Context: an optimization exercise on an open-source flow, tuned for small area. The choices shown serve that exercise and are no tape-out recipe. Only simulation tests tie the RTL to the original design; equivalence was not proved. No driver is modelled on the clock port, so clock power and skew are understated where the tree is cut down; a real chip needs a root buffer or a tree. Power is estimated from default activity; no workload was simulated.

==> flow/design.v <==
module simple_stack(in, out, clk, direction, enable);
	input [15:0] in;
	output [15:0] out;
	input clk, enable, direction;
	reg [15:0] stack[0:27];
	integer i;
	assign out = stack[0];
	always @(posedge clk) begin
		if (enable && ~direction) begin   
			for (i = 0; i < 27; i = i + 1)
				stack[i+1] <= stack[i];
			stack[0] <= in;
		end else if (enable && direction) begin   
			for (i = 0; i < 27; i = i + 1)
				stack[i] <= stack[i+1];
		end
	end
endmodule
==> flow/run.sh <==
#!/bin/bash
# synth_recipe.tcl (not shown) runs the flow's synth.tcl, then flattens the netlist and writes it again
# the make line also repeats each setting of config.mk as NAME=value (left out here)
make -C /OpenROAD-flow-scripts/flow DESIGN_CONFIG=/design/flow/config.mk WORK_HOME=/design/flow/orfs CLKGATE_MAP_FILE= SYNTH_SCRIPT=/design/flow/synth_recipe.tcl finish
==> flow/config.mk <==
export PLATFORM = sky130hd
export DESIGN_NAME = simple_stack
export DESIGN_NICKNAME = simple_stack
export VERILOG_FILES = /design/flow/design.v
export SDC_FILE = /design/flow/constraint.sdc
export NUM_CORES = 4
export LEC_CHECK = 0
export CAP_MARGIN = 20
export CORE_MARGIN = 2
export CORE_UTILIZATION = 40
export SLEW_MARGIN = 20
==> flow/constraint.sdc <==
create_clock -name core_clock -period 5.0 [get_ports {clk}]
set_input_delay 1.0000 -clock core_clock [delete_from_list [all_inputs] [get_ports {clk}]]
set_output_delay 1.0000 -clock core_clock [all_outputs]
set_load 0.01 [all_outputs]
==> results.py, run 1 <==
metrics = {
    "sta": {
        "relSlewSlack_pct": 34.1,
        "timing.clock.skew_ps": 21.5,
        "timing.hold.ws_ps": 451,
        "fin_setup_tns_ps": 0,
        "grt_setup_unrepaired": "no",
        "worst_slack_ps": 2160,
        "fin_crit_ps": 2840,
        "finalHoldViolCount": 0,
        "finalSetupViolations": 0,
        "fmax_ghz": 0.352,
        "finalMaxSlewViolations": 0,
        "tightestPinTransition_ps": 989,
        "fin_crit_sh_pct": 56.8,
    },
    "finish": {
        "final_cells": 1625,
        "largest_reg_flops": 448,
        "mostFrequentLayoutCells": "edfxtp_1, mux2_2, mux2_4",
        "area_delta_synth_final_pct": 12.1,
        "top_register": "stack",
        "diodes": 0,
        "fin_nets": 993,
        "final_common_cell": "edfxtp_1",
        "reg_top3": "stack: 448 flops",
        "drive_gt1_share_pct": 49.9,
    },
    "flow_run": {
        "cap_violations": 0,
    },
    "critical_path": {
        "cp_slowest_cell": "buf_4",
        "crit_fanout": 77,
        "cp_cell_sequence": "buf_8, buf_4, buf_4",
        "worstSetupPathType": "input port to flip-flop",
        "required_ps": 5180,
        "r2r_start": "stack[0][8]",
        "cpMostUsedCell": "buf_4",
        "crit_arrival_ps": 3020,
        "start_kind": "input port",
        "cp-startpoint": "enable",
        "cp-end-kind": "flip-flop",
        "cpPeakStageDelay_ps": 900,
    },
    "logic_synthesis": {
        "syn-mean-instance-area_um2": 20.6,
        "syn_nets": 949,
        "synth_seq_cells": 448,
        "syn_area_um2": 19200,
        "synth_cell_types": 9,
        "syn_inst": 930,
        "yosysWarnings": 2,
        "ys_seq_area_share_pct": 70.2,
    },
    "route": {
        "first_pass_iters": 4,
        "drt_iter0_markers": 418,
        "avgRoutedWirePerCell_um": 16.0,
        "vias": 7986,
        "drt-vias-per-instance": 4.91,
        "drt_wl_total_mm": 26.0,
        "drtAntennaViolNets": 0,
        "drcViolationCount": 0,
    },
    "global_route": {
        "grt_use_total_pct": 10.5,
        "grt_overflow": 0,
        "antenna_found_initial": 0,
        "first_global_vias": 8190,
        "grt_max_degree": 166,
        "grt_first_pass_wirelength_mm": 42.6,
    },
    "clock_tree": {
        "htreeDepth": 2,
        "clock_latency_ps": 570,
        "cts_tree": "done",
        "cts-resized-gates": 0,
        "holdBufCountCts": 0,
        "clk_pin_slew_worst_paths_ps": 60,
        "root_buffer": "clkbuf_16",
        "cts_buffer_depth": 3,
        "clock_sinks": 448,
        "cts_setup_buffers": 0,
        "cts-buffers-inserted": 47,
    },
    "placement": {
        "gp_congestion": 0.646,
        "hpwl_mm": 14.0,
        "io_buffers": 34,
        "dp_slack_ps": 1530,
        "dp_cells": 1540,
    },
    "floorplanning": {
        "dieWidth_um": 223,
        "die_y_um": 223,
        "core_area_um2": 47500,
        "fp.dieArea_um2": 49700,
        "rows": 80,
        "ioPinCount": 35,
        "initial_utilization_pct": 40.3,
    },
    "power_and_ir_drop": {
        "p_clk_share_pct": 37.7,
        "pwr-share-comb_pct": 7.4,
        "p_total_uw": 8520,
        "switching_share_pct": 20.8,
        "intPower_uw": 6750,
        "peakVddDrop_uv": 256,
        "p_sw_uw": 1770,
        "seqPwrFrac_pct": 54.9,
        "power_leakage_uw": 0.00767,
        "power_density_nw_per_um2": 397,
    },
    "run_status": {
        "status": "no timing/DRC/antenna violations",
    },
    "worst_hold_path": {
        "hp-start": "stack[26][2]",
        "hp-class": "flip-flop to flip-flop",
    },
}
-- layer usage --
layer / up-vias / share of wire (%) / global-route usage, %
met4: 0 / 2.4 / 4.01
met2: 92 / 40 / 13.7
li1: 3796 / - / -
met3: 49 / 3.8 / 2.71
met5: - / 0 / 0
met1: 4049 / 54 / 16.3
-- worst paths after layout --
| kind | slack (ps) | cells after the start | end |
|---|---|---|---|
| setup / recovery | 2160 | 3 | stack[15][12] |
| hold / removal | 450 | 0 | stack[27][2] |
| setup reg to reg | 3980 | 1 | stack[1][8] |
| hold reg to reg | 450 | 0 | stack[27][2] |
-- synth_stat cells --
| cell | number | area, um2 |
|---|---|---|
| buf_6 | 16 | 180 |
| mux2_4 | 130 | 1950 |
| edfxtp_1 | 448 | 13500 |
| nand2b_1 | 1 | 6.26 |
| clkbuf_1 | 1 | 3.75 |
| buf_2 | 29 | 145 |
| buf_4 | 2 | 15.0 |
| inv_2 | 1 | 3.75 |
| mux2_2 | 302 | 3400 |
-- cell families after synthesis --
family / share of synthesized area, %
buf+inv: 1.82
flops: 70.2
mux: 27.9
simple gates: 0.0327
-- final cells by class --
cell class	instances	area [um2]
Clock inverter	19	133
Clock buffer	66	1270
Fill cell	4079	26100
Inverter	1	3.75
Multi-Input combinational cell	433	5370
Sequential cell	448	13500
Tap cell	615	769
Timing Repair Buffer	43	475
-- power groups by stage --
stage | Combinational, uW | Sequential (uW) | Clock [uW]
detailed placement | 640 | 4750 | 0
global placement | 621 | 4750 | 0
floorplan | 543 | 4710 | 0
global route | 688 | 4710 | 3450
finish | 632 | 4680 | 3210
CTS | 643 | 4680 | 3340
-- through the flow --
step	area (um2)	utilization [%]
3_3_place_gp	20100	42.2
5_1_grt	21500	45.2
6_report	21500	45.2
3_5_place_dp	20100	42.2
2_1_floorplan	19200	-
4_1_cts	21500	45.2
-- critical path, delay by kind of cell --
kind | cells | cell delay [ps]
buffers and inverters | 3 | 1940
==> inputs of run 2 (changes only) <==
==> flow/design.v (replaced) <==
module simple_stack(in, out, clk, direction, enable);
	input [15:0] in;
	output [15:0] out;
	input clk, enable, direction;
	reg [15:0] t;
	reg [15:0] mem[0:26];
	reg [4:0] q;
	reg [4:0] g;
	integer i;
	wire push = enable & ~direction;
	wire pop  = enable & direction & (g != 5'd0);
	wire [4:0] q_inc = (q >= 5'd26) ? 5'd0 : q + 5'd1;
	wire [4:0] q_dec = (q == 5'd0) ? 5'd26 : q - 5'd1;
	assign out = t;
	always @(posedge clk) begin
		for (i = 0; i < 27; i = i + 1)
			if (push && q_inc == i)
				mem[i] <= t;
		if (push) begin
			t <= in;
			q <= q_inc;
			g <= (g >= 5'd27) ? 5'd27 : g + 5'd1;
		end else if (pop) begin
			t <= mem[q];
			q <= q_dec;
			g <= g - 5'd1;
		end
	end
endmodule
==> flow/flow/run.sh (new file) <==
#!/bin/bash
# Own layout flow: the standard flow, with an area-oriented ABC script in
# synthesis, port buffers of the smallest size and a leaner clock tree.
# Each step's output goes to a log file here; ORFS keeps its own logs in orfs/logs.
set -euo pipefail
here=$(pwd)
export AREA_ABC_SCRIPT=$here/flow/area.abc
bash standard.sh SYNTH_SCRIPT=$here/flow/my_synth.tcl synth > synth.log 2>&1
CTS="-sink_clustering_enable -repair_clock_nets -dont_use_dummy_load"
CTS="$CTS -buf_list sky130_fd_sc_hd__clkbuf_16 -sink_clustering_size 30 -sink_clustering_max_diameter 80"
bash standard.sh SYNTH_SCRIPT=$here/flow/my_synth.tcl "CTS_ARGS=$CTS" \
  "BUFFER_PORTS_ARGS=-buffer_cell sky130_fd_sc_hd__buf_1" finish > layout.log 2>&1
==> flow/flow/area.abc (new file) <==
strash
&get -n
&fraig -x
&put
scorr
dc2
strash
&get -n
&dch -f
&nf -R 1000
&put
==> flow/flow/my_synth.tcl (new file) <==
# The standard synthesis (synth_recipe.tcl), except that ABC maps the logic with
# the area-oriented script in area.abc instead of ORFS's speed script. Yosys
# maps the flip-flops before ABC runs, so the registers and their names are
# the standard synthesis's.
proc synth {args} { yosys synth -nofsm -noshare {*}$args }
proc abc {args} {
  set i [lsearch -exact $args -script]
  if {$i >= 0} { set args [lreplace $args $i [expr {$i + 1}]] }
  set i [lsearch -exact $args -D]
  if {$i >= 0} { set args [lreplace $args $i [expr {$i + 1}]] }
  yosys abc -script $::env(AREA_ABC_SCRIPT) {*}$args
}
source $::env(SCRIPTS_DIR)/synth.tcl
# left out here: clear keep_hierarchy, flatten, clean up, hide names made inside functions, write 1_2_yosys.v
==> flow/standard.sh (new file) <==
#!/bin/bash
# synth_recipe.tcl (not shown) runs the flow's synth.tcl, then flattens the netlist and writes it again
# the make line also repeats each setting of config.mk as NAME=value (left out here)
make -C /OpenROAD-flow-scripts/flow DESIGN_CONFIG=/design/flow/config.mk WORK_HOME=/design/flow/orfs CLKGATE_MAP_FILE= SYNTH_SCRIPT=/design/flow/synth_recipe.tcl "${@:-finish}"
==> flow/config.mk (replaced) <==
export PLATFORM = sky130hd
export DESIGN_NAME = simple_stack
export DESIGN_NICKNAME = simple_stack
export VERILOG_FILES = /design/flow/design.v
export SDC_FILE = /design/flow/constraint.sdc
export NUM_CORES = 4
export LEC_CHECK = 0
export CAP_MARGIN = 0
export CORE_MARGIN = 2
export CORE_UTILIZATION = 55
export SLEW_MARGIN = 0
removed: flow/run.sh
==> run 2 against run 1 <==
  * Power decreased by 15%
  * Clock power decreased by 44%
  * Via count increased by 27%
  * Final cell count decreased by 14%
  * Sequential power about the same
  * Highest routed layer unchanged
==> results.py, run 2 <==
metrics = {
    "sta": {
        "fin_crit_ps": 3620,
        "timing.hold.ws_ps": 626,
        "fin_setup_tns_ps": 0,
        "fin_crit_sh_pct": 72.4,
        "finalHoldViolCount": 0,
        "finalMaxSlewViolations": 0,
        "relSlewSlack_pct": 12.9,
        "timing.clock.skew_ps": 53.8,
        "fmax_ghz": 0.276,
        "tightestPinTransition_ps": 1300,
        "grt_setup_unrepaired": "no",
        "finalSetupViolations": 0,
    },
    "global_route": {
        "grt_util_met1_pct": 47.8,
        "first_global_vias": 9699,
        "grt_overflow": 0,
        "grt_use_met2_pct": 51.2,
        "antenna_found_initial": 0,
        "use_met3_pct": 6.36,
        "grt_first_pass_wirelength_mm": 72.0,
        "grt-busiest-layer": "met2",
        "grt_use_total_pct": 33.1,
        "grt_max_degree": 31,
    },
    "critical_path": {
        "required_ps": 5140,
        "cp_cell_sequence": "clkinv_1, ha_1, o311a_1, nor2_1, nand3_1, nor2_2",
        "r2r_start": "q[0]",
        "path_buf_inv": 1,
        "crit_arrival_ps": 3760,
        "rrSetupSlack_ps": 1380,
        "critPathTopFamily": "simple AND/OR/NAND/NOR gates",
        "worstSetupPathType": "flip-flop to flip-flop",
        "reg2regPathDepth": 6,
        "cpPeakStageDelay_ps": 970,
        "start_kind": "flip-flop",
        "crit-reg2reg-capture": "mem[3][8]",
        "cp_slowest_cell": "nor2_2",
        "cp-end-kind": "flip-flop",
        "crit_fanout": 16,
    },
    "logic_synthesis": {
        "yosys-mux-area-fraction_pct": 0,
        "synth_compound_area_share_pct": 10.4,
        "syn_nets": 923,
        "synth_enable_flop_cells": 458,
        "synth_seq_cells": 458,
        "synthXorXnorAreaFrac_pct": 0.369,
        "synthMostInstantiatedCell": "edfxtp_1",
        "synthArstFlopShare_pct": 0,
        "synth_cell_types": 31,
        "synth_top_area_share_pct": 82.8,
        "synth_area_leaders": "edfxtp_1, a222oi_1, a22oi_1",
        "syn_inst": 895,
        "synth-adder-area-share_pct": 0.678,
        "yosysWarnings": 2,
        "ys.flop_type": "edfxtp_1",
        "syn-mean-instance-area_um2": 18.6,
        "ys_seq_area_share_pct": 82.8,
        "yosys-top-cells-count": "edfxtp_1, nor2_1, a222oi_1",
        "synth_top_family_by_area": "compound AO/OA/AOI/OAI gates",
        "syn_area_um2": 16600,
        "yosys.area_share.simple_pct": 5.59,
        "synth_area_leader_cell": "edfxtp_1",
    },
    "finish": {
        "reg_top3": "mem: 432 flops, t: 16 flops",
        "mostFrequentLayoutCells": "edfxtp_1, a222oi_1, buf_4",
        "area_delta_synth_final_pct": 10.3,
        "drive_gt1_share_pct": 11.9,
        "top_register": "mem",
        "final_common_cell": "edfxtp_1",
        "largest_reg_flops": 432,
        "diodes": 0,
        "fin_nets": 1043,
    },
    "clock_tree": {
        "cts-buffers-inserted": 20,
        "cts_buffer_depth": 3,
        "cts-resized-gates": 0,
        "clock_latency_ps": 570,
        "clk_pin_slew_worst_paths_ps": 110,
        "clock_sinks": 458,
        "htreeDepth": 1,
        "cts_setup_buffers": 0,
        "cts_tree": "done",
        "root_buffer": "clkbuf_16",
        "holdBufCountCts": 0,
    },
    "route": {
        "first_pass_iters": 9,
        "drcViolationCount": 0,
        "drt-vias-per-instance": 7.24,
        "drtAntennaViolNets": 0,
        "drt_wl_total_mm": 51.3,
        "drt_iter0_markers": 1845,
        "vias": 10200,
        "avgRoutedWirePerCell_um": 36.5,
    },
    "worst_hold_path": {
        "whs_path_depth": 2,
        "hold_path_end": "t[8]",
        "hp-start": "mem[0][8]",
        "hp-class": "flip-flop to flip-flop",
    },
    "floorplanning": {
        "fp.dieArea_um2": 31600,
        "die_y_um": 178,
        "dieWidth_um": 178,
        "initial_utilization_pct": 55.9,
        "rows": 63,
        "ioPinCount": 35,
        "core_area_um2": 29700,
    },
    "flow_run": {
        "cap_violations": 0,
    },
    "run_status": {
        "status": "no timing/DRC/antenna violations",
    },
    "power_and_ir_drop": {
        "power_leakage_uw": 0.00561,
        "peakVddDrop_uv": 358,
        "power_density_nw_per_um2": 396,
    },
    "placement": {
        "gp_congestion": 0.913,
        "hpwl_mm": 31.4,
        "io_buffers": 34,
    },
}
[run 2: cell count changes after synthesis, sizes merged, moves of 9 or more]
cell / previous run / this run
nor2: 0 / 88
a22oi: 0 / 49
edfxtp: 448 / 458
nand4: 0 / 31
a222oi: 0 / 83
mux2: 432 / 0
ha: 0 / 9
buf: 47 / 0
nand3: 0 / 20
a21oi: 0 / 26
nand2: 0 / 43
a221oi: 0 / 17
[run 2: logic make-up (layout without fill, tap and decap cells)]
| family | count (synthesis) | in the layout |
|---|---|---|
| XOR/XNOR | 7 | 7 |
| AND/OR/NAND/NOR | 206 | 206 |
| buffers and inverters | 8 | 126 |
| adder cells (fa/ha/maj) | 9 | 9 |
| AO/OA/AOI/OAI | 207 | 207 |
| flip-flops | 458 | 458 |
[run 2: power by group]
group	total, uW	internal, uW	switching, uW	leakage [uW]
Clock	1800	722	1070	0.000246
Combinational	806	209	596	0.00123
Sequential	4660	4510	144	0.00413
[run 2: stage by stage]
step / utilization, % / worst slack, ps / power [uW] / cells / instance area, um2
after floorplan: - / 1620 / 5070 / 895 / 16600
after global placement: 60.0 / 1360 / 5520 / 1383 / 17800
after detailed placement: 60.0 / 1240 / 5540 / 1383 / 17800
after global routing: 61.6 / 1110 / 7450 / 1403 / 18300
after CTS: 61.6 / 1430 / 7250 / 1403 / 18300
final: 61.6 / 1380 / 7260 / 1403 / 18300
[run 2: worst register-to-register path, stage by stage (launching register included)]
cell and delay, ps:
edfxtp_1 580, clkinv_1 280, ha_1 320, o311a_1 410, nor2_1 370, nand3_1 310, nor2_2 970
[run 2: worst max path at each step]
stage / startpoint / to / cells after the start / slack [ps]
CTS: q[0] / mem[3][8] / 6 / 1430
detailed placement: direction / mem[3][8] / 6 / 1240
global route: q[0] / mem[3][8] / 6 / 1110
global placement: direction / mem[0][4] / 6 / 1360
finish: q[0] / mem[3][8] / 6 / 1380
floorplan: q[0] / t[12] / 8 / 1620
[run 2: cell type report]
cell class | instances | area [um2]
inverter | 8 | 30.0
multi-input combinational | 429 | 2940
tap | 390 | 488
sequential | 458 | 13800
clock buffer | 20 | 500
fill | 2136 | 11400
timing repair buffer | 98 | 608
[run 2: per-layer routing]
layer | up-vias | routed length, um
met4 | 0 | 1860
li1 | 4081 | -
met5 | - | 0
met2 | 846 | 23700
met3 | 118 | 6770
met1 | 5107 | 18900
==> inputs of run 3 (changes only) <==
==> flow/design.v (replaced) <==
module simple_stack(in, out, clk, direction, enable);
	input [15:0] in;
	output [15:0] out;
	input clk, enable, direction;
	reg [15:0] t;
	reg [15:0] mem[0:26];
	reg [4:0] q;
	reg [4:0] g;
	integer i;
	wire push = enable & ~direction;
	wire pop  = enable & direction & (g != 5'd0);
	reg [26:0] at;
	reg [15:0] rd;
	always @(*) begin
		for (i = 0; i < 27; i = i + 1)
			at[i] = (q == i);
		rd = 16'd0;
		for (i = 0; i < 27; i = i + 1)
			rd = rd | ({16{at[i]}} & mem[i]);
	end
	assign out = t;
	always @(posedge clk) begin
		for (i = 0; i < 27; i = i + 1)
			if (push && at[(i + 26) % 27])
				mem[i] <= t;
		if (push) begin
			t <= in;
			q <= (q >= 5'd26) ? 5'd0 : q + 5'd1;
			g <= (g >= 5'd27) ? 5'd27 : g + 5'd1;
		end else if (pop) begin
			t <= rd;
			q <= (q == 5'd0) ? 5'd26 : q - 5'd1;
			g <= g - 5'd1;
		end
	end
endmodule
==> flow/flow/run.sh (replaced) <==
#!/bin/bash
# Own layout flow: the standard flow, with an area-oriented ABC script in
# synthesis, port buffers of the smallest size, drivers upsized instead of
# buffered after placement, and a leaner clock tree. Each step's output goes
# to a log file here; ORFS keeps its own logs in orfs/logs.
set -euo pipefail
here=$(pwd)
export AREA_ABC_SCRIPT=$here/flow/area.abc
CTS="-sink_clustering_enable -repair_clock_nets -dont_use_dummy_load"
CTS="$CTS -buf_list sky130_fd_sc_hd__clkbuf_16 -sink_clustering_size 30 -sink_clustering_max_diameter 80"
std() {
  bash standard.sh SYNTH_SCRIPT=$here/flow/my_synth.tcl "CTS_ARGS=$CTS" \
    "BUFFER_PORTS_ARGS=-buffer_cell sky130_fd_sc_hd__buf_1" "$@"
}
std synth > synth.log 2>&1
std place > place.log 2>&1
RESULTS=$here/orfs/results/sky130hd/simple_stack/base \
DONT_USE="$(make -s -C "$FLOW_HOME" DESIGN_CONFIG=$here/config.mk WORK_HOME=$here/orfs print-DONT_USE_CELLS | sed 's/^DONT_USE_CELLS: //')" \
  openroad -no_init -exit $here/flow/upsize_place.tcl > upsize.log 2>&1
std ${LF_TARGET:-finish} > layout.log 2>&1
==> flow/flow/area.abc (replaced) <==
strash
&get -n
&fraig -x
&put
scorr
dc2
strash
&get -n
&dch -f
&nf -R 1000
&put
strash
&get -n
&dch -f
&nf -R 1000
&put
==> flow/flow/upsize_place.tcl (new file) <==
# After placement: take out the resizer's slew/cap repair buffers and upsize the
# weak drivers instead, where a bigger version of the same cell fixes the
# violation; repair_design then buffers whatever is left. Legalizes the
# placement and writes 3_place.odb back.
set P $::env(FLOW_HOME)/platforms/sky130hd
set R $::env(RESULTS)
read_lef $P/lef/sky130_fd_sc_hd.tlef
read_lef $P/lef/sky130_fd_sc_hd_merged.lef
read_liberty $P/lib/sky130_fd_sc_hd__tt_025C_1v80.lib
read_db $R/3_place.odb
read_sdc $R/3_place.sdc
source $P/setRC.tcl
set_dont_use $::env(DONT_USE)
proc master_area {m} { return [expr {[$m getWidth] * [$m getHeight]}] }
proc bigger_masters {m} {
  set name [$m getName]
  if {![regexp {^(.*)_(\d+)$} $name -> base drv]} { return {} }
  set out {}
  foreach lib [[ord::get_db] getLibs] {
    foreach mm [$lib getMasters] {
      set n [$mm getName]
      if {[regexp "^[string map {. \\.} $base]_(\\d+)\$" $n -> d] && $d > $drv} {
        if {[llength [get_lib_cells -quiet $n]]} { lappend out [list [master_area $mm] $n] }
      }
    }
  }
  return [lsort -real -index 0 $out]
}
proc slew_violators {} {
  set drivers {}
  with_output_to_variable r { report_check_types -max_slew -max_capacitance -violators }
  foreach line [split $r "\n"] {
    if {[regexp {^(\S+)/(\S+)\s+[\d.]+\s+[\d.]+\s+-[\d.]+ \(VIOLATED\)} $line -> inst pin]} {
      set p [get_pins -quiet $inst/$pin]
      if {$p eq ""} continue
      if {[get_property $p direction] eq "output"} { lappend drivers $inst } else {
        foreach d [get_pins -quiet -of_objects [get_nets -of_objects $p] -filter "direction == output"] {
          set fn [get_full_name $d]
          lappend drivers [string range $fn 0 [expr {[string last / $fn] - 1}]]
        }
      }
    }
  }
  return [lsort -unique $drivers]
}
set block [ord::get_db_block]
set bufs {}
foreach inst [$block getInsts] {
  if {[regexp {^(place|rebuffer|split|wire)\d+} [$inst getName]]} { lappend bufs [$inst getName] }
}
puts "UPSIZE removing [llength $bufs] resizer buffers"
foreach name $bufs {
  set inst [$block findInst $name]
  set in_net [[$inst findITerm A] getNet]
  set out_net [[$inst findITerm X] getNet]
  if {[llength [$out_net getBTerms]]} { continue }
  foreach it [$out_net getITerms] {
    if {[$it getInst] eq $inst} continue
    $it disconnect
    $it connect $in_net
  }
  odb::dbInst_destroy $inst
  odb::dbNet_destroy $out_net
}
estimate_parasitics -placement
for {set it 0} {$it < 8} {incr it} {
  set changed 0
  foreach name [slew_violators] {
    set inst [$block findInst $name]
    if {$inst eq "NULL"} continue
    set m [$inst getMaster]
    if {[$m isSequential]} continue
    set cands [bigger_masters $m]
    if {![llength $cands]} continue
    set new [lindex $cands 0 1]
    replace_cell [get_cells $name] [get_lib_cells $new]
    incr changed
  }
  puts "UPSIZE iteration $it: upsized $changed"
  if {!$changed} break
  estimate_parasitics -placement
}
repair_design -slew_margin 0 -cap_margin 0
detailed_placement
check_placement -verbose
estimate_parasitics -placement
report_check_types -max_slew -max_capacitance -violators
report_worst_slack -max
write_db $R/3_place.odb
==> run 3 against run 2 <==
  * Sequential power increased by 2%
  * Clock skew decreased by 28 ps
  * Via count decreased by 6.5%
  * Worst setup slack got worse by 360 ps
  * First-iteration DRC count decreased by 2.5%
  * Clock power about the same
  * Global-route usage decreased by 2.9 points
  * Still clean on timing, DRC and antenna
  * Synthesized area decreased by 0.70%
  * Die area decreased by 0.68%
  * Worst hold slack improved by 22 ps
==> results.py, run 3 <==
metrics = {
    "clock_tree": {
        "cts_buffer_depth": 3,
        "clk_pin_slew_worst_paths_ps": 110,
        "cts_setup_buffers": 0,
        "cts-resized-gates": 0,
        "clock_sinks": 458,
        "holdBufCountCts": 0,
        "root_buffer": "clkbuf_16",
        "cts_tree": "done",
        "cts-buffers-inserted": 19,
        "htreeDepth": 1,
        "clock_latency_ps": 540,
    },
    "logic_synthesis": {
        "synth_enable_flop_cells": 458,
        "ys_seq_area_share_pct": 83.4,
        "synth_area_leaders": "edfxtp_1, a222oi_1, a22oi_1",
        "syn_inst": 863,
        "synth_top_area_share_pct": 83.4,
        "synth_seq_cells": 458,
        "yosysWarnings": 2,
        "syn-mean-instance-area_um2": 19.1,
        "syn_area_um2": 16500,
        "synth_area_leader_cell": "edfxtp_1",
        "yosys-top-cells-count": "edfxtp_1, a22oi_1, a222oi_1",
        "synthMostInstantiatedCell": "edfxtp_1",
        "syn_nets": 891,
        "ys.flop_type": "edfxtp_1",
        "synth_cell_types": 27,
        "synthArstFlopShare_pct": 0,
    },
    "critical_path": {
        "path_buf_inv": 0,
        "rrSetupSlack_ps": 1010,
        "critPathTopFamily": "simple AND/OR/NAND/NOR gates",
        "cp_cell_sequence": "nand2b_1, nor2_2, a222oi_1, nand4_1, a221oi_1, nand4_1, a221oi_1, a21oi_1",
        "cp-end-kind": "flip-flop",
        "crit_fanout": 16,
        "cp_slowest_cell": "nand2b_1",
        "required_ps": 5280,
        "worstSetupPathType": "flip-flop to flip-flop",
        "cpPeakStageDelay_ps": 1110,
        "start_kind": "flip-flop",
        "crit_arrival_ps": 4270,
    },
    "floorplanning": {
        "ioPinCount": 35,
        "fp.dieArea_um2": 31400,
        "dieWidth_um": 177,
        "core_area_um2": 29600,
        "initial_utilization_pct": 55.8,
        "rows": 63,
        "die_y_um": 177,
    },
    "sta": {
        "timing.clock.skew_ps": 25.5,
        "worst_slack_ps": 1010,
        "fin_crit_ps": 3990,
        "finalHoldViolCount": 0,
        "fin_crit_sh_pct": 79.7,
        "finalSetupViolations": 0,
        "grt_setup_unrepaired": "no",
        "relSlewSlack_pct": 5.20,
        "fin_setup_tns_ps": 0,
        "fmax_ghz": 0.251,
        "timing.hold.ws_ps": 648,
        "finalMaxSlewViolations": 0,
        "tightestPinTransition_ps": 1420,
    },
    "global_route": {
        "grt_max_degree": 54,
        "antenna_found_initial": 0,
        "grt_overflow": 0,
        "grt_use_total_pct": 30.2,
        "grt_first_pass_wirelength_mm": 66.0,
        "first_global_vias": 9209,
    },
    "finish": {
        "fin_nets": 946,
        "final_cells": 1306,
        "mostFrequentLayoutCells": "edfxtp_1, a22oi_1, a222oi_1",
        "area_delta_synth_final_pct": 8.88,
        "largest_reg_flops": 432,
        "diodes": 0,
        "reg_top3": "mem: 432 flops, t: 16 flops",
        "drive_gt1_share_pct": 8.08,
        "final_common_cell": "edfxtp_1",
        "nFillCells": 2216,
        "stdcell_area_um2": 18000,
        "top_register": "mem",
    },
    "run_status": {
        "status": "no timing/DRC/antenna violations",
    },
    "route": {
        "drt_iter0_markers": 1799,
        "drt-vias-per-instance": 7.27,
        "drt_wl_total_mm": 46.5,
        "drcViolationCount": 0,
        "vias": 9489,
        "avgRoutedWirePerCell_um": 35.6,
        "first_pass_iters": 8,
        "drtAntennaViolNets": 0,
    },
    "placement": {
        "placed_cell_area_um2": 17800,
        "hpwl_mm": 29.7,
        "dp_slack_ps": 1410,
        "io_buffers": 34,
        "gp_congestion": 0.864,
        "dp_cells": 1354,
    },
    "power_and_ir_drop": {
        "power_density_nw_per_um2": 394,
        "peakVddDrop_uv": 464,
        "power_leakage_uw": 0.00539,
    },
    "worst_hold_path": {
        "hp-class": "flip-flop to flip-flop",
    },
    "flow_run": {
        "cap_violations": 0,
    },
}
-- run 3: cell count changes after synthesis, sizes merged, moves of 4 or more --
cell / delta
nor2: -42
nor3: +21
a22oi: +20
a222oi: -18
nand2: -16
a221oi: +12
nand3: +8
nand4: -8
a31oi: -5
o21ai: +5
nor4: -4
-- run 3: final timing paths --
check             startpoint    to  depth (start not counted)
setup / recovery        q[3]  t[7]                          8
hold / removal    mem[22][7]  t[7]                          2
setup reg to reg        q[3]  t[7]                          8
hold reg to reg   mem[22][7]  t[7]                          2
-- run 3: layout make-up --
class / instances / area (um2) / area share [%]
well taps: 390 / 488 / 2.72
repair buffers: 34 / 128 / 0.711
inverters: 6 / 22.5 / 0.125
multi-input cells: 399 / 3090 / 17.2
flip-flops and latches: 458 / 13800 / 76.6
clock buffers: 19 / 475 / 2.65
-- run 3: where the power goes --
part | switching, uW | internal, uW
Sequential | 247 | 4500
Combinational | 406 | 164
Clock | 1080 | 690
Total | 1730 | 5350
-- run 3: worst reg2reg max path: cells and delay by family (launching register included) --
| kind | cells | cell delay, ps |
|---|---|---|
| DFF | 1 | 510 |
| AOI/OAI and AO/OA | 4 | 1190 |
| and+or+nand+nor | 4 | 2050 |
-- run 3: through the flow --
stage	total power, uW	util [%]
floorplan	5010	-
global placement	5370	60.1
detailed placement	5400	60.1
CTS	7080	60.7
global route	7260	60.8
finish	7080	60.8
-- run 3: cells by family (layout without fill, tap and decap cells) --
family | after synthesis | in the layout | synth area share (%)
flops | 458 | 458 | 83.4
compound gates | 220 | 220 | 10.8
simple gates | 162 | 162 | 4.61
fa+ha+maj | 9 | 9 | 0.683
xor+xnor | 8 | 8 | 0.425
buf+inv | 6 | 59 | 0.137
-- run 3: metal layers --
metal	track usage [%]	routed length [um]	vias to the layer above
li1	-	-	3861
met1	43.5	18000	4978
met2	49.4	22900	576
met3	3.07	4100	74
met4	9.09	1460	0
met5	0	0	-
==> inputs of run 4 (changes only) <==
==> flow/design.v (replaced) <==
module simple_stack(in, out, clk, direction, enable);
	input [15:0] in;
	output [15:0] out;
	input clk, enable, direction;
	reg [15:0] t;
	reg [15:0] mem[0:26];
	reg [4:0] q;
	reg [4:0] g;
	integer i;
	wire push = enable & ~direction;
	wire pop  = enable & direction & (g != 5'd0);
	reg [3:0] lo, lo_r, lo_w;
	reg [6:0] hi;
	reg [26:0] at_w;
	reg [15:0] rd;
	reg [26:0] sel;
	reg [15:0] grp[0:8];
	always @(*) begin
		for (i = 0; i < 4; i = i + 1) begin
			lo[i]   = (q[1:0] == i);
			lo_r[i] = lo[i] & ~push;
			lo_w[i] = lo[i] & push;
		end
		for (i = 0; i < 7; i = i + 1)
			hi[i] = (q[4:2] == i);
		for (i = 0; i < 27; i = i + 1) begin
			sel[i] = hi[i / 4] & lo_r[i % 4];
			at_w[i] = hi[i / 4] & lo_w[i % 4];
		end
		for (i = 0; i < 9; i = i + 1)
			grp[i] = ({16{sel[3*i]}} & mem[3*i]) | ({16{sel[3*i+1]}} & mem[3*i+1])
			       | ({16{sel[3*i+2]}} & mem[3*i+2]);
		rd = (({16{push}} & in) | grp[0] | grp[1]) | (grp[2] | grp[3] | grp[4])
		   | (grp[5] | grp[6] | grp[7] | grp[8]);
	end
	assign out = t;
	always @(posedge clk) begin
		for (i = 0; i < 27; i = i + 1)
			if (at_w[(i + 26) % 27])
				mem[i] <= t;
		if (push | pop)
			t <= rd;
		if (push) begin
			q <= (q >= 5'd26) ? 5'd0 : q + 5'd1;
			g <= (g >= 5'd27) ? 5'd27 : g + 5'd1;
		end else if (pop) begin
			q <= (q == 5'd0) ? 5'd26 : q - 5'd1;
			g <= g - 5'd1;
		end
	end
endmodule
==> flow/flow/area.abc (replaced) <==
strash
scorr
strash
&get -n
&nf -R 1000 -C 32
&put
strash
&get -n
&nf -R 1000 -C 32
&put
--- a/flow/flow/upsize_place.tcl
+++ b/flow/flow/upsize_place.tcl
@@ -11,6 +11,9 @@
 read_sdc $R/3_place.sdc
 source $P/setRC.tcl
 set_dont_use $::env(DONT_USE)
+# aim 20% below the library's slew limit, as ORFS's repair does by default,
+# so that routing does not push the slews over it
+set_max_transition 1.2 [current_design]
 proc master_area {m} { return [expr {[$m getWidth] * [$m getHeight]}] }
 proc bigger_masters {m} {
   set name [$m getName]
@@ -80,7 +83,9 @@
   if {!$changed} break
   estimate_parasitics -placement
 }
-repair_design -slew_margin 0 -cap_margin 0
+# what is left is mostly flip-flop outputs with many loads: small buffers do
+set_dont_use [concat $::env(DONT_USE) sky130_fd_sc_hd__buf_6 sky130_fd_sc_hd__buf_8 sky130_fd_sc_hd__buf_12 sky130_fd_sc_hd__buf_16 sky130_fd_sc_hd__bufbuf_*]
+repair_design
 detailed_placement
 check_placement -verbose
 estimate_parasitics -placement
--- a/flow/config.mk
+++ b/flow/config.mk
@@ -5,7 +5,7 @@
 export SDC_FILE = /design/flow/constraint.sdc
 export NUM_CORES = 4
 export LEC_CHECK = 0
-export CAP_MARGIN = 0
+export CAP_MARGIN = 20
 export CORE_MARGIN = 2
 export CORE_UTILIZATION = 55
-export SLEW_MARGIN = 0
+export SLEW_MARGIN = 20
==> run 4 against run 3 <==
  * Via count down 4.9%
  * Clock power shrank 2%
  * Non-clock buffer count grew 7
  * Register-to-register slack improved by 450 ps
  * First-iteration DRC count down 6.2%
  * Clock-buffer cell count unchanged
  * Worst setup slack better by 310 ps
  * Synthesized area fell by 0.99%
  * Critical path type is now input port to flip-flop
  * Critical endpoint is now t[5]
  * Highest routed layer unchanged
==> results.py, run 4 <==
metrics = {
    "run_status": {
        "status": "no timing/DRC/antenna violations",
    },
    "finish": {
        "mostFrequentLayoutCells": "edfxtp_1, a222oi_1, nor2_2",
        "reg_top3": "mem: 432 flops, t: 16 flops",
        "drive_gt1_share_pct": 9.31,
        "diodes": 0,
        "top_register": "mem",
        "final_common_cell": "edfxtp_1",
        "fin_nets": 910,
        "area_delta_synth_final_pct": 8.38,
        "final_cells": 1271,
        "largest_reg_flops": 432,
    },
    "logic_synthesis": {
        "syn_inst": 821,
        "syn_area_um2": 16300,
        "synthMostInstantiatedCell": "edfxtp_1",
        "synth_seq_cells": 458,
        "syn_nets": 848,
        "yosysWarnings": 3,
        "ys.flop_type": "edfxtp_1",
        "synthArstFlopShare_pct": 0,
        "synth_cell_types": 22,
        "synth_top_area_share_pct": 84.2,
        "yosys-top-cells-count": "edfxtp_1, a222oi_1, nor2_1",
        "synth_enable_flop_cells": 458,
        "synth_area_leaders": "edfxtp_1, a222oi_1, nor2_1",
        "ys_seq_area_share_pct": 84.2,
        "syn-mean-instance-area_um2": 19.9,
        "synth_area_leader_cell": "edfxtp_1",
    },
    "critical_path": {
        "required_ps": 5240,
        "cpMostUsedCell": "nand4_1",
        "cp-end-kind": "flip-flop",
        "r2r_start": "q[0]",
        "cp_cell_sequence": "buf_1, nand2b_1, nand2_1, nor2_2, a222oi_1, nand4_1, nor2_1, nand4_1",
        "crit_fanout": 16,
        "cpPeakStageDelay_ps": 810,
        "reg2regPathDepth": 8,
        "crit-reg2reg-capture": "t[5]",
        "worstSetupPathType": "input port to flip-flop",
        "cp_slowest_cell": "a222oi_1",
        "start_kind": "input port",
        "rrSetupSlack_ps": 1460,
        "crit_arrival_ps": 3920,
    },
    "route": {
        "drt_iter0_markers": 1687,
        "first_pass_iters": 11,
        "drtAntennaViolNets": 0,
        "vias": 9024,
        "drcViolationCount": 0,
        "drt-vias-per-instance": 7.10,
        "avgRoutedWirePerCell_um": 32.5,
        "drt_wl_total_mm": 41.3,
    },
    "clock_tree": {
        "cts_tree": "done",
        "htreeDepth": 1,
        "cts_buffer_depth": 3,
        "clock_latency_ps": 540,
        "cts_setup_buffers": 0,
        "root_buffer": "clkbuf_16",
        "holdBufCountCts": 0,
        "clock_sinks": 458,
        "cts-buffers-inserted": 19,
        "cts-resized-gates": 0,
        "clk_pin_slew_worst_paths_ps": 110,
    },
    "sta": {
        "finalSetupViolations": 0,
        "timing.hold.ws_ps": 585,
        "fin_crit_sh_pct": 73.4,
        "fin_crit_ps": 3670,
        "grt_setup_unrepaired": "no",
        "timing.clock.skew_ps": 41.4,
        "finalHoldViolCount": 0,
        "finalMaxSlewViolations": 0,
        "fin_setup_tns_ps": 0,
        "tightestPinTransition_ps": 1150,
        "fmax_ghz": 0.272,
        "relSlewSlack_pct": 23.5,
    },
    "global_route": {
        "grt_use_total_pct": 26.5,
        "grt_overflow": 0,
        "grt_first_pass_wirelength_mm": 58.6,
        "antenna_found_initial": 0,
        "first_global_vias": 8558,
        "grt_max_degree": 35,
    },
    "floorplanning": {
        "dieWidth_um": 176,
        "die_y_um": 176,
        "ioPinCount": 35,
        "core_area_um2": 29400,
        "rows": 63,
        "initial_utilization_pct": 55.5,
        "fp.dieArea_um2": 31100,
    },
    "power_and_ir_drop": {
        "power_density_nw_per_um2": 404,
        "power_leakage_uw": 0.00522,
        "peakVddDrop_uv": 255,
    },
    "worst_hold_path": {
        "hold_path_end": "t[1]",
        "hp-class": "flip-flop to flip-flop",
        "hp-start": "mem[4][1]",
        "whs_path_depth": 2,
    },
    "flow_run": {
        "cap_violations": 0,
    },
    "placement": {
        "hpwl_mm": 26.4,
        "dp_cells": 1312,
        "io_buffers": 34,
        "gp_congestion": 0.868,
    },
}
-- run 4: cell count changes after synthesis, moves of 6 or more --
cell and delta:
a222oi_1 +79, a22oi_1 -69, a221oi_1 -29, nor2_1 +29
nor3_1 -25, a21oi_1 -23, nand4_1 +9, a2111oi_0 -6
a22o_1 -6, nand2_1 +6
-- run 4: logic make-up after synthesis --
logic type	share of synthesized area, %
compound gates	9.48
xor+xnor	0.590
fa+ha+maj	0.613
buf+inv	0.115
flops	84.2
simple gates	5.00
-- run 4: metrics by stage --
stage | worst slack [ps] | cell area, um2 | utilization (%) | total power [uW]
floorplan | 1410 | 16300 | - | 5060
global placement | 941 | 17500 | 59.4 | 5460
detailed placement | 1010 | 17500 | 59.4 | 5490
CTS | 1380 | 17600 | 59.9 | 7140
global route | 1280 | 17700 | 60.2 | 7350
finish | 1330 | 17700 | 60.2 | 7150
-- run 4: per-layer routing --
metal  track usage [%]  up-vias  wire (um)  part of all wire (%)
met5                 0        -          0                     0
met3              4.44       56       3980                   9.6
met2              42.6      538      20000                    48
met4              8.75        0       1430                   3.5
met1              37.6     4667      15900                    39
li1                  -     3763          -                     -
-- run 4: worst max path at each step --
stage / slack (ps) / cells after the start / endpoint / start
after floorplan: 1410 / 4 / mem[0][0] / enable
after global placement: 940 / 9 / t[5] / direction
after detailed placement: 1010 / 9 / t[5] / direction
after CTS: 1380 / 8 / t[5] / direction
after global routing: 1280 / 8 / t[5] / direction
final: 1330 / 8 / t[5] / direction
-- run 4: final cells by class --
type                            count  area [um2]
Tap cell                          390         488
Clock buffer                       19         475
Inverter                            5        18.8
Sequential cell                   458       13800
Timing Repair Buffer               41         233
Fill cell                        2148       11700
Multi-Input combinational cell    358        2730
-- run 4: critical path: cells and delay by family --
family	cells	cell delay, ps
AND/OR/NAND/NOR	6	1950
buffers and inverters	1	140
AO/OA/AOI/OAI	1	810
-- run 4: power breakdown --
group	switching [uW]	total (uW)	internal, uW
Sequential	265	4810	4540
Combinational	422	603	181
Clock	1050	1730	689
==> inputs of run 5 (changes only) <==
--- a/flow/flow/run.sh
+++ b/flow/flow/run.sh
@@ -17,4 +17,7 @@
 RESULTS=$here/orfs/results/sky130hd/simple_stack/base \
 DONT_USE="$(make -s -C "$FLOW_HOME" DESIGN_CONFIG=$here/config.mk WORK_HOME=$here/orfs print-DONT_USE_CELLS | sed 's/^DONT_USE_CELLS: //')" \
   openroad -no_init -exit $here/flow/upsize_place.tcl > upsize.log 2>&1
+std cts > cts.log 2>&1
+RESULTS=$here/orfs/results/sky130hd/simple_stack/base \
+  openroad -no_init -exit $here/flow/flatten_clock.tcl > flatten_clock.log 2>&1
 std ${LF_TARGET:-finish} > layout.log 2>&1
==> flow/flow/flatten_clock.tcl (new file) <==
# After CTS: take out the tree's middle level, so that the root buffer drives
# the leaf buffers directly. Every flip-flop keeps a leaf buffer, and all of
# them lose the same level, so the clock still reaches them together.
set P $::env(FLOW_HOME)/platforms/sky130hd
set R $::env(RESULTS)
read_lef $P/lef/sky130_fd_sc_hd.tlef
read_lef $P/lef/sky130_fd_sc_hd_merged.lef
read_liberty $P/lib/sky130_fd_sc_hd__tt_025C_1v80.lib
read_db $R/4_cts.odb
read_sdc $R/4_cts.sdc
source $P/setRC.tcl
set_propagated_clock [all_clocks]
proc clkreport {tag} {
  estimate_parasitics -placement
  set ms 0
  foreach pin [get_pins -hierarchical */CLK] {
    set s [get_property $pin slew_max]
    if {$s > $ms} { set ms $s }
  }
  puts "$tag: largest flip-flop clock slew $ms, setup slack [worst_slack -max], hold slack [worst_slack -min]"
}
clkreport before
set block [ord::get_db_block]
set root [$block findInst clkbuf_0_clk]
set rnet [[$root findITerm X] getNet]
set mids {}
foreach it [$rnet getITerms] {
  set inst [$it getInst]
  if {$inst eq $root} continue
  if {![string match sky130_fd_sc_hd__clkbuf_* [[$inst getMaster] getName]]} { set mids {}; break }
  lappend mids $inst
}
foreach inst $mids {
  set onet [[$inst findITerm X] getNet]
  foreach jt [$onet getITerms] {
    if {[$jt getInst] ne $inst} { $jt disconnect; $jt connect $rnet }
  }
  puts "removed [$inst getName]"
  odb::dbInst_destroy $inst
  odb::dbNet_destroy $onet
}
clkreport after
write_db $R/4_cts.odb
--- a/flow/config.mk
+++ b/flow/config.mk
@@ -5,7 +5,7 @@
 export SDC_FILE = /design/flow/constraint.sdc
 export NUM_CORES = 4
 export LEC_CHECK = 0
-export CAP_MARGIN = 20
+export CAP_MARGIN = 10
 export CORE_MARGIN = 2
 export CORE_UTILIZATION = 55
-export SLEW_MARGIN = 20
+export SLEW_MARGIN = 10
==> run 5 against run 4 <==
  * Synthesized area unchanged
  * Via count down 0.31%
  * Non-clock buffer count down 5
  * First-iteration DRC count up 2.9%
  * Sequential cell count unchanged
  * Sequential share of layout area up 0.68 points
  * Largest cell class unchanged
==> results.py, run 5 <==
metrics = {
    "global_route": {
        "grt_overflow": 0,
        "grt_first_pass_wirelength_mm": 58.8,
        "grt-busiest-layer": "met2",
        "first_global_vias": 8525,
        "grt_use_total_pct": 27.3,
        "antenna_found_initial": 0,
        "grt_use_met2_pct": 42.9,
        "use_met3_pct": 5.43,
        "grt_util_met1_pct": 37.7,
        "grt_max_degree": 35,
    },
    "logic_synthesis": {
        "synth_cell_types": 22,
        "yosysWarnings": 3,
        "syn-mean-instance-area_um2": 19.9,
        "synth_area_leader_cell": "edfxtp_1",
        "synth_enable_flop_cells": 458,
        "ys_seq_area_share_pct": 84.2,
        "synthMostInstantiatedCell": "edfxtp_1",
        "synth_area_leaders": "edfxtp_1, a222oi_1, nor2_1",
        "yosys-top-cells-count": "edfxtp_1, a222oi_1, nor2_1",
        "syn_inst": 821,
        "synth_top_area_share_pct": 84.2,
        "synthArstFlopShare_pct": 0,
        "ys.flop_type": "edfxtp_1",
        "synth_seq_cells": 458,
        "syn_area_um2": 16300,
        "syn_nets": 848,
    },
    "critical_path": {
        "required_ps": 5230,
        "cp-end-kind": "flip-flop",
        "reg2regPathDepth": 8,
        "r2r_start": "q[0]",
        "crit_fanout": 16,
        "crit_arrival_ps": 3900,
        "worstSetupPathType": "input port to flip-flop",
        "crit-reg2reg-capture": "t[5]",
        "rrSetupSlack_ps": 1440,
        "start_kind": "input port",
    },
    "sta": {
        "finalSetupViolations": 0,
        "fin_crit_ps": 3670,
        "fmax_ghz": 0.272,
        "grt_setup_unrepaired": "no",
        "fin_crit_sh_pct": 73.4,
        "relSlewSlack_pct": 22.1,
        "finalHoldViolCount": 0,
        "finalMaxSlewViolations": 0,
        "tightestPinTransition_ps": 1170,
        "timing.hold.ws_ps": 583,
        "fin_setup_tns_ps": 0,
        "timing.clock.skew_ps": 50.1,
    },
    "clock_tree": {
        "cts-resized-gates": 0,
        "clock_sinks": 458,
        "clk_pin_slew_worst_paths_ps": 110,
        "clock_latency_ps": 510,
        "holdBufCountCts": 0,
        "cts_setup_buffers": 0,
    },
    "route": {
        "avgRoutedWirePerCell_um": 32.6,
        "drt_wl_total_mm": 41.2,
        "drtAntennaViolNets": 0,
        "vias": 8996,
        "drcViolationCount": 0,
        "drt_iter0_markers": 1736,
        "drt-vias-per-instance": 7.12,
        "first_pass_iters": 12,
    },
    "finish": {
        "diodes": 0,
        "mostFrequentLayoutCells": "edfxtp_1, a222oi_1, nor2_2",
        "regArea_um2": 13800,
        "fin_nets": 903,
        "top_register": "mem",
        "final_common_cell": "edfxtp_1",
        "stdcell_area_um2": 17500,
        "fin_util_pct": 59.7,
        "multi_input_comb_area_um2": 2710,
        "drive_gt1_share_pct": 8.35,
        "area_delta_synth_final_pct": 7.44,
        "largest_reg_flops": 432,
        "nFillCells": 2164,
        "reg_top3": "mem: 432 flops, t: 16 flops",
    },
    "floorplanning": {
        "ioPinCount": 35,
        "fp.dieArea_um2": 31100,
        "die_y_um": 176,
        "rows": 63,
        "initial_utilization_pct": 55.5,
        "dieWidth_um": 176,
        "core_area_um2": 29400,
    },
    "placement": {
        "gp_congestion": 0.868,
        "placed_cell_area_um2": 17500,
        "hpwl_mm": 26.3,
        "io_buffers": 34,
    },
    "run_status": {
        "status": "no timing/DRC/antenna violations",
    },
    "flow_run": {
        "cap_violations": 0,
    },
    "worst_hold_path": {
        "hp-start": "mem[4][0]",
        "hp-class": "flip-flop to flip-flop",
        "whs_path_depth": 2,
        "hold_path_end": "t[0]",
    },
    "power_and_ir_drop": {
        "power_density_nw_per_um2": 399,
        "power_leakage_uw": 0.00515,
        "p_total_uw": 7010,
        "peakVddDrop_uv": 275,
    },
}
## run 5: cell families (layout without fill, tap and decap cells)
group	after synthesis	count (layout)	share of synthesized area (%)
AOI/OAI and AO/OA	161	161	9.48
xor gates and xnor gates	11	11	0.590
adders and majority gates	8	8	0.613
buffers and inverters	5	58	0.115
DFF	458	458	84.2
and+or+nand+nor	178	178	5.00
## run 5: stage by stage
stage	setup WS [ps]	instances
detailed placement	1010	1312
floorplan	1410	821
global route	1300	1264
global placement	941	1312
CTS	1430	1266
finish	1330	1264
## run 5: area by class of cell
class | count | area share, %
Multi-Input combinational cell | 358 | 15.5
Sequential cell | 458 | 78.4
Timing Repair Buffer | 36 | 0.849
Tap cell | 390 | 2.78
Clock buffer | 17 | 2.42
Inverter | 5 | 0.107
## run 5: where the power goes
group	leakage, uW	internal [uW]	switching [uW]
Combinational	0.000785	161	369
Clock	0.000209	608	1020
Sequential	0.00416	4550	308
## run 5: worst max-delay path, cell delays in order
cell	delay, ps
buf_1	140
nand2b_1	330
nand2_1	470
nor2_2	300
a222oi_1	810
nand4_1	500
nor2_1	230
nand4_1	100
## run 5: layer usage
metal,vias up,share of wire (%)
li1,3746,-
met1,4665,38
met2,523,48
met3,62,9.8
met4,0,3.8
met5,-,0
## run 5: worst max-delay path by stage
stage	from	endpoint	slack, ps
floorplan	enable	mem[0][0]	1410
global placement	direction	t[5]	940
detailed placement	direction	t[5]	1010
CTS	direction	t[5]	1430
global route	direction	t[5]	1300
finish	direction	t[5]	1330
==> inputs of run 6 (changes only) <==
--- a/flow/design.v
+++ b/flow/design.v
@@ -40,12 +40,12 @@
 				mem[i] <= t;
 		if (push | pop)
 			t <= rd;
-		if (push) begin
-			q <= (q >= 5'd26) ? 5'd0 : q + 5'd1;
-			g <= (g >= 5'd27) ? 5'd27 : g + 5'd1;
-		end else if (pop) begin
-			q <= (q == 5'd0) ? 5'd26 : q - 5'd1;
-			g <= g - 5'd1;
+		if (push | pop) begin
+			if (push & (q >= 5'd26)) q <= 5'd0;
+			else if (pop & (q == 5'd0)) q <= 5'd26;
+			else q <= q + {{4{pop}}, 1'b1};
+			if (push & (g >= 5'd27)) g <= 5'd27;
+			else g <= g + {{4{pop}}, 1'b1};
 		end
 	end
 endmodule
==> run 6 against run 5 <==
  * Still clean
  * Non-clock buffer count is 9 higher
  * Worst setup slack improved by 240 ps
  * Synthesized area shrank 0.31%
  * Routed wire length is 1.3% higher
  * First-iteration DRC count grew 15%
  * Combinational power rose by 110%
  * Clock skew decreased by 9.6 ps
  * Critical path depth down 4
  * Power rose by 12%
  * Critical endpoint is now mem[18][4]
==> results.py, run 6 <==
metrics = {
    "critical_path": {
        "reg2regPathDepth": 8,
        "start_kind": "input port",
        "crit-reg2reg-capture": "q[3]",
        "worstSetupPathType": "input port to flip-flop",
        "crit_fanout": 23,
        "required_ps": 5140,
        "r2r_start": "g[0]",
        "cp-end-kind": "flip-flop",
        "crit_arrival_ps": 3570,
        "cp-startpoint": "enable",
        "crit_end": "mem[18][4]",
        "rrSetupSlack_ps": 1650,
    },
    "finish": {
        "mostFrequentLayoutCells": "edfxtp_1, a222oi_1, nor2_2",
        "reg_top3": "mem: 432 flops, t: 16 flops",
        "diodes": 0,
        "drive_gt1_share_pct": 8.91,
        "top_register": "mem",
        "stdcell_area_um2": 17600,
        "fin_nets": 904,
        "largest_reg_flops": 432,
        "final_common_cell": "edfxtp_1",
        "area_delta_synth_final_pct": 7.82,
        "nFillCells": 2046,
    },
    "sta": {
        "timing.clock.skew_ps": 40.5,
        "worst_slack_ps": 1570,
        "finalMaxSlewViolations": 0,
        "fin_crit_sh_pct": 68.6,
        "finalSetupViolations": 0,
        "fin_crit_ps": 3430,
        "relSlewSlack_pct": 16.7,
        "fin_setup_tns_ps": 0,
        "finalHoldViolCount": 0,
        "fmax_ghz": 0.292,
        "tightestPinTransition_ps": 1240,
        "grt_setup_unrepaired": "no",
    },
    "placement": {
        "dp_slack_ps": 1370,
        "hpwl_mm": 26.4,
        "placed_cell_area_um2": 17400,
        "io_buffers": 34,
        "gp_congestion": 0.892,
    },
    "logic_synthesis": {
        "syn_area_um2": 16300,
        "ys_seq_area_share_pct": 84.5,
        "synth_seq_cells": 458,
        "syn_nets": 840,
        "yosys-top-cells-count": "edfxtp_1, a222oi_1, nor2_1",
        "synth_area_leaders": "edfxtp_1, a222oi_1, nor2_1",
        "ys.flop_type": "edfxtp_1",
        "synthMostInstantiatedCell": "edfxtp_1",
        "syn-mean-instance-area_um2": 20.0,
        "synth_enable_flop_cells": 458,
        "syn_inst": 813,
        "synth_area_leader_cell": "edfxtp_1",
        "yosysWarnings": 3,
        "synth_top_area_share_pct": 84.5,
        "synthArstFlopShare_pct": 0,
        "synth_cell_types": 23,
    },
    "floorplanning": {
        "initial_utilization_pct": 56.3,
        "rows": 62,
        "fp.dieArea_um2": 31000,
        "dieWidth_um": 176,
        "die_y_um": 176,
        "core_area_um2": 28900,
        "ioPinCount": 35,
    },
    "route": {
        "avgRoutedWirePerCell_um": 33.1,
        "vias": 8883,
        "first_pass_iters": 9,
        "drt_iter0_markers": 2002,
        "drcViolationCount": 0,
        "route.met3.wl_mm": 4.48,
        "highest_layer": "met5",
        "met2_length_mm": 19.4,
        "drtAntennaViolNets": 0,
        "met1Wirelength_mm": 16.3,
        "drt-vias-per-instance": 7.06,
        "drt_wl_total_mm": 41.7,
    },
    "clock_tree": {
        "holdBufCountCts": 0,
        "cts_setup_buffers": 0,
        "cts-resized-gates": 0,
        "clock_latency_ps": 520,
        "clk_pin_slew_worst_paths_ps": 110,
        "clock_sinks": 458,
    },
    "power_and_ir_drop": {
        "power_leakage_uw": 0.00521,
        "peakVddDrop_uv": 287,
        "power_density_nw_per_um2": 448,
    },
    "global_route": {
        "antenna_found_initial": 1,
        "grt_max_degree": 31,
        "grt_overflow": 0,
        "grt_first_pass_wirelength_mm": 59.7,
        "grt_use_total_pct": 27.9,
        "first_global_vias": 8654,
    },
    "flow_run": {
        "cap_violations": 0,
    },
    "worst_hold_path": {
        "hp-class": "flip-flop to flip-flop",
        "hp-start": "mem[1][2]",
    },
    "run_status": {
        "status": "no timing/DRC/antenna violations",
    },
}
-- run 6: cell types whose count changed after synthesis, sizes merged, moves of 3 or more --
| cell | previous run | this run |
|---|---|---|
| o21ai | 7 | 1 |
| a31o | 4 | 0 |
| nand2 | 33 | 38 |
| nor2b | 0 | 4 |
| nor3 | 4 | 1 |
-- run 6: layout make-up --
class                      instances  area, um2  area share [%]
multi-input combinational        351       2640            15.0
sequential                       458      13800            78.4
tap                              384        480            2.74
timing repair buffer              45        241            1.38
clock buffer                      17        425            2.42
inverter                           4       15.0          0.0855
-- run 6: through the flow --
step,hold slack [ps],total power (uW),util [%],std cells
2_1_floorplan,537,5580,-,813
3_3_place_gp,545,6230,60.0,1295
3_5_place_dp,564,6300,60.0,1295
4_1_cts,579,7970,60.8,1261
5_1_grt,618,8090,60.7,1259
6_report,582,7870,60.7,1259
-- run 6: worst min path at each step --
stage	slack, ps	to	cells past startpoint
floorplan	540	t[0]	2
global placement	550	t[5]	2
detailed placement	560	t[14]	2
CTS	580	t[14]	2
global route	620	t[0]	2
finish	580	t[2]	2
-- run 6: where the power goes --
group,leakage [uW],total [uW],switching [uW],internal [uW]
registers,0.00415,5150,384,4770
clock network,0.000209,1630,1020,608
logic,0.000845,1090,773,316
-- run 6: worst max-delay path, cell delays in order --
cell	delay, ps
buf_1	110
nor2b_2	880
nand2_1	570
nor2_2	970
-- run 6: routing by layer --
layer  vias up  track usage, %
li1       3721               -
met1      4547            39.2
met2       548            42.0
met3        65            7.04
met4         2            11.7
met5         -            1.12
-- run 6: kinds of logic (layout without fill, tap and decap cells) --
logic type	after synthesis	in the layout	share of synthesized area, %
flip-flops	458	458	84.5
adder cells (fa/ha/maj)	8	8	0.707
buffers and inverters	4	66	0.0922
XOR/XNOR	8	8	0.430
AO/OA/AOI/OAI	155	155	9.28
AND/OR/NAND/NOR	180	180	5.02
==> inputs of run 7 (changes only) <==
--- a/flow/design.v
+++ b/flow/design.v
@@ -18,7 +18,7 @@
 	always @(*) begin
 		for (i = 0; i < 4; i = i + 1) begin
 			lo[i]   = (q[1:0] == i);
-			lo_r[i] = lo[i] & ~push;
+			lo_r[i] = lo[i] & pop;
 			lo_w[i] = lo[i] & push;
 		end
 		for (i = 0; i < 7; i = i + 1)
@@ -30,7 +30,7 @@
 		for (i = 0; i < 9; i = i + 1)
 			grp[i] = ({16{sel[3*i]}} & mem[3*i]) | ({16{sel[3*i+1]}} & mem[3*i+1])
 			       | ({16{sel[3*i+2]}} & mem[3*i+2]);
-		rd = (({16{push}} & in) | grp[0] | grp[1]) | (grp[2] | grp[3] | grp[4])
+		rd = (({16{push}} & in) | ({16{~(push | pop)}} & t) | grp[0] | grp[1]) | (grp[2] | grp[3] | grp[4])
 		   | (grp[5] | grp[6] | grp[7] | grp[8]);
 	end
 	assign out = t;
@@ -38,14 +38,11 @@
 		for (i = 0; i < 27; i = i + 1)
 			if (at_w[(i + 26) % 27])
 				mem[i] <= t;
-		if (push | pop)
-			t <= rd;
-		if (push | pop) begin
-			if (push & (q >= 5'd26)) q <= 5'd0;
-			else if (pop & (q == 5'd0)) q <= 5'd26;
-			else q <= q + {{4{pop}}, 1'b1};
-			if (push & (g >= 5'd27)) g <= 5'd27;
-			else g <= g + {{4{pop}}, 1'b1};
-		end
+		t <= rd;
+		if (push & (q >= 5'd26)) q <= 5'd0;
+		else if (pop & (q == 5'd0)) q <= 5'd26;
+		else q <= q + {{4{pop}}, push | pop};
+		if (push & (g >= 5'd27)) g <= 5'd27;
+		else g <= g + {{4{pop}}, push | pop};
 	end
 endmodule
==> run 7 against run 6 <==
  * Still clean on timing, DRC and antenna
  * Routed wire length fell by 5.3%
  * Synthesized area down 1.1%
  * Combinational power down 19%
  * Worst hold slack got worse by 82 ps
  * Global-route usage down 1.2 points
  * Die area shrank 1.1%
  * Via count decreased by 1.7%
  * Largest cell class unchanged
==> results.py, run 7 <==
metrics = {
    "critical_path": {
        "critPathTopFamily": "simple AND/OR/NAND/NOR gates",
        "worstSetupPathType": "flip-flop to flip-flop",
        "required_ps": 5400,
        "cp-end-kind": "flip-flop",
        "crit_fanout": 17,
        "cp_cell_sequence": "or3_1, o311a_1, nor2_2, clkinv_1, ha_1, fa_1, nand3_1, nand2_1, xnor2_1, o21a_1",
        "path_buf_inv": 1,
        "cp_slowest_cell": "nor2_2",
        "start_kind": "flip-flop",
        "cp.depth": 10,
        "reg2regPathDepth": 10,
        "cpPeakStageDelay_ps": 820,
        "crit_arrival_ps": 4090,
    },
    "placement": {
        "dp_slack_ps": 1470,
        "gp_congestion": 0.893,
        "io_buffers": 34,
        "hpwl_mm": 25.1,
        "placed_cell_area_um2": 17200,
    },
    "finish": {
        "largest_reg_flops": 432,
        "reg_top3": "mem: 432 flops, t: 16 flops",
        "stdcell_area_um2": 17300,
        "final_common_cell": "edfxtp_1",
        "multi_input_comb_area_um2": 2750,
        "diodes": 0,
        "nFillCells": 2055,
        "drive_gt1_share_pct": 9.55,
        "fin_nets": 890,
        "top_register": "mem",
        "mostFrequentLayoutCells": "edfxtp_1, a222oi_1, nor2_2",
        "area_delta_synth_final_pct": 7.36,
        "regArea_um2": 13500,
    },
    "route": {
        "drt_wl_total_mm": 39.5,
        "drt-vias-per-instance": 7.03,
        "avgRoutedWirePerCell_um": 31.8,
        "drcViolationCount": 0,
        "drt_iter0_markers": 1871,
        "vias": 8736,
        "first_pass_iters": 8,
        "drtAntennaViolNets": 0,
    },
    "logic_synthesis": {
        "synth_area_leaders": "edfxtp_1, a222oi_1, dfxtp_1",
        "ys.flop_type": "edfxtp_1",
        "synth_seq_cells": 458,
        "yosysWarnings": 3,
        "synth_cell_types": 27,
        "synth_enable_flop_cells": 432,
        "syn_inst": 808,
        "synthMostInstantiatedCell": "edfxtp_1",
        "syn-mean-instance-area_um2": 19.9,
        "synth_area_leader_cell": "edfxtp_1",
        "synthArstFlopShare_pct": 0,
        "ys_seq_area_share_pct": 83.8,
        "synth_top_area_share_pct": 80.5,
        "syn_area_um2": 16100,
        "syn_nets": 837,
        "yosys-top-cells-count": "edfxtp_1, a222oi_1, nor2_1",
    },
    "sta": {
        "worst_slack_ps": 1320,
        "finalHoldViolCount": 0,
        "fmax_ghz": 0.271,
        "finalSetupViolations": 0,
        "timing.clock.skew_ps": 30.6,
        "tightestPinTransition_ps": 1220,
        "relSlewSlack_pct": 18.1,
        "fin_crit_sh_pct": 73.7,
        "timing.hold.ws_ps": 500,
        "grt_setup_unrepaired": "no",
        "finalMaxSlewViolations": 0,
        "fin_crit_ps": 3680,
        "fin_setup_tns_ps": 0,
    },
    "power_and_ir_drop": {
        "p_clk_share_pct": 19.7,
        "peakVddDrop_uv": 313,
        "power_leakage_uw": 0.00513,
        "intPower_uw": 5860,
        "power_density_nw_per_um2": 474,
        "pwr-share-comb_pct": 10.8,
        "p_sw_uw": 2330,
        "switching_share_pct": 28.4,
        "seqPwrFrac_pct": 69.5,
    },
    "floorplanning": {
        "fp.dieArea_um2": 30700,
        "core_area_um2": 28800,
        "rows": 62,
        "die_y_um": 175,
        "initial_utilization_pct": 56.0,
        "ioPinCount": 35,
        "dieWidth_um": 175,
    },
    "global_route": {
        "first_global_vias": 8435,
        "antenna_found_initial": 0,
        "grt_first_pass_wirelength_mm": 57.7,
        "grt_overflow": 0,
        "grt_max_degree": 31,
        "grt_use_total_pct": 26.7,
    },
    "clock_tree": {
        "clock_latency_ps": 510,
        "cts_setup_buffers": 0,
        "holdBufCountCts": 0,
        "cts-resized-gates": 0,
        "clk_pin_slew_worst_paths_ps": 110,
        "clock_sinks": 458,
    },
    "flow_run": {
        "cap_violations": 0,
    },
    "worst_hold_path": {
        "whs_path_depth": 2,
        "hp-class": "flip-flop to flip-flop",
    },
    "run_status": {
        "status": "no timing/DRC/antenna violations",
    },
}
[run 7: changes by cell type in the layout (fill, tap and decap cells not counted), sizes merged, moves of 3 or more]
| cell | previous run | this run |
|---|---|---|
| a22oi | 0 | 16 |
| buf | 37 | 34 |
| clkbuf | 25 | 17 |
| clkinv | 4 | 1 |
| dfxtp | 0 | 26 |
| edfxtp | 458 | 432 |
| nand2 | 38 | 12 |
[run 7: worst paths after layout]
check        startpoint   end  slack (ps)
min           mem[4][3]  t[3]         500
min reg2reg   mem[4][3]  t[3]         500
max reg2reg        g[2]  q[4]        1320
max                g[2]  q[4]        1320
[run 7: stage by stage]
| step | utilization (%) | std cells | power (uW) |
|---|---|---|---|
| floorplan | - | 808 | 5900 |
| global placement | 59.9 | 1296 | 6640 |
| detailed placement | 59.9 | 1296 | 6740 |
| CTS | 60.3 | 1245 | 8310 |
| global route | 60.1 | 1243 | 8500 |
| finish | 60.1 | 1243 | 8190 |
[run 7: routing by layer]
metal | vias to the layer above | global-route usage, % | wire, um
li1 | 3709 | - | -
met1 | 4494 | 40.0 | 16600
met2 | 487 | 39.7 | 18300
met3 | 46 | 5.37 | 3570
met4 | 0 | 9.10 | 1040
met5 | - | 0 | 0
[run 7: tightest hold or removal path, stage by stage, from the launching register on]
cell and delay, ps:
edfxtp_1 340, a222oi_1 60, nand4_1 80
[run 7: final cells by class]
cell class / count / share of cell area [%]
Inverter: 1 / 0.0217
Multi-Input combinational cell: 349 / 15.9
Sequential cell: 458 / 78.1
Tap cell: 384 / 2.78
Clock buffer: 17 / 2.46
Timing Repair Buffer: 34 / 0.738
[run 7: cell families (layout without fill, tap and decap cells)]
group | Yosys count | in the layout | share of synthesized area, %
xor gates and xnor gates | 7 | 7 | 0.381
and+or+nand+nor | 161 | 161 | 4.79
buffers and inverters | 1 | 52 | 0.0233
adders and majority gates | 10 | 10 | 0.870
DFF | 458 | 458 | 83.8
AOI/OAI and AO/OA | 171 | 171 | 10.2
[run 7: power by group through the flow]
stage | Combinational [uW] | Sequential (uW) | Clock, uW
floorplan | 492 | 5410 | 0
global placement | 1360 | 5270 | 0
detailed placement | 1440 | 5300 | 0
CTS | 878 | 5690 | 1740
global route | 962 | 5770 | 1760
finish | 884 | 5690 | 1610

separate check: timing with driven ports:
The flow's constraints put no driver on any port. The routed layouts listed below were extracted and timed again, unchanged, in two steps.
Step 1, drivers: a clkbuf_16 drives clk and a buf_2 each remaining input, both assumed.
Step 2 adds t to the input delays and takes it off the output delays; t is the mean of the earliest and latest rising clock arrival at the registers after step 1. Input paths then give back, and output paths get back, about the clock's delay inside the block.
Three values: no drivers, after step 1, after step 2; two values: the first two.
run | shift t [ns] | slack for setup (ns) | hold WS [ns] | worst data-port slew with drivers (ns) | pins driven straight from the clock port
run 1 | 0.619 | 2.161 / 2.161 / 1.542 | 0.451 / 0.451 / 0.451 | 0.06 | 1
run 2 | 0.593 | 1.379 / 1.379 / 1.231 | 0.626 / 0.626 / 0.626 | 0.04 | 1
run 3 | 0.580 | 1.015 / 1.015 / 1.015 | 0.648 / 0.648 / 0.648 | 0.04 | 1
run 4 | 0.569 | 1.328 / 1.355 / 0.787 | 0.585 / 0.585 / 0.585 | 0.04 | 1
run 5 | 0.536 | 1.330 / 1.355 / 0.820 | 0.583 / 0.583 / 0.583 | 0.04 | 1
run 6 | 0.550 | 1.572 / 1.600 / 1.050 | 0.582 / 0.582 / 0.582 | 0.05 | 1
run 7 | 0.538 | 1.316 / 1.316 / 0.929 | 0.500 / 0.500 / 0.500 | 0.04 | 1
After both steps every run listed still meets setup and hold. The setup slack of run 1, which loses most, moves by 0.000 ns with the drivers and by -0.619 ns with both steps.
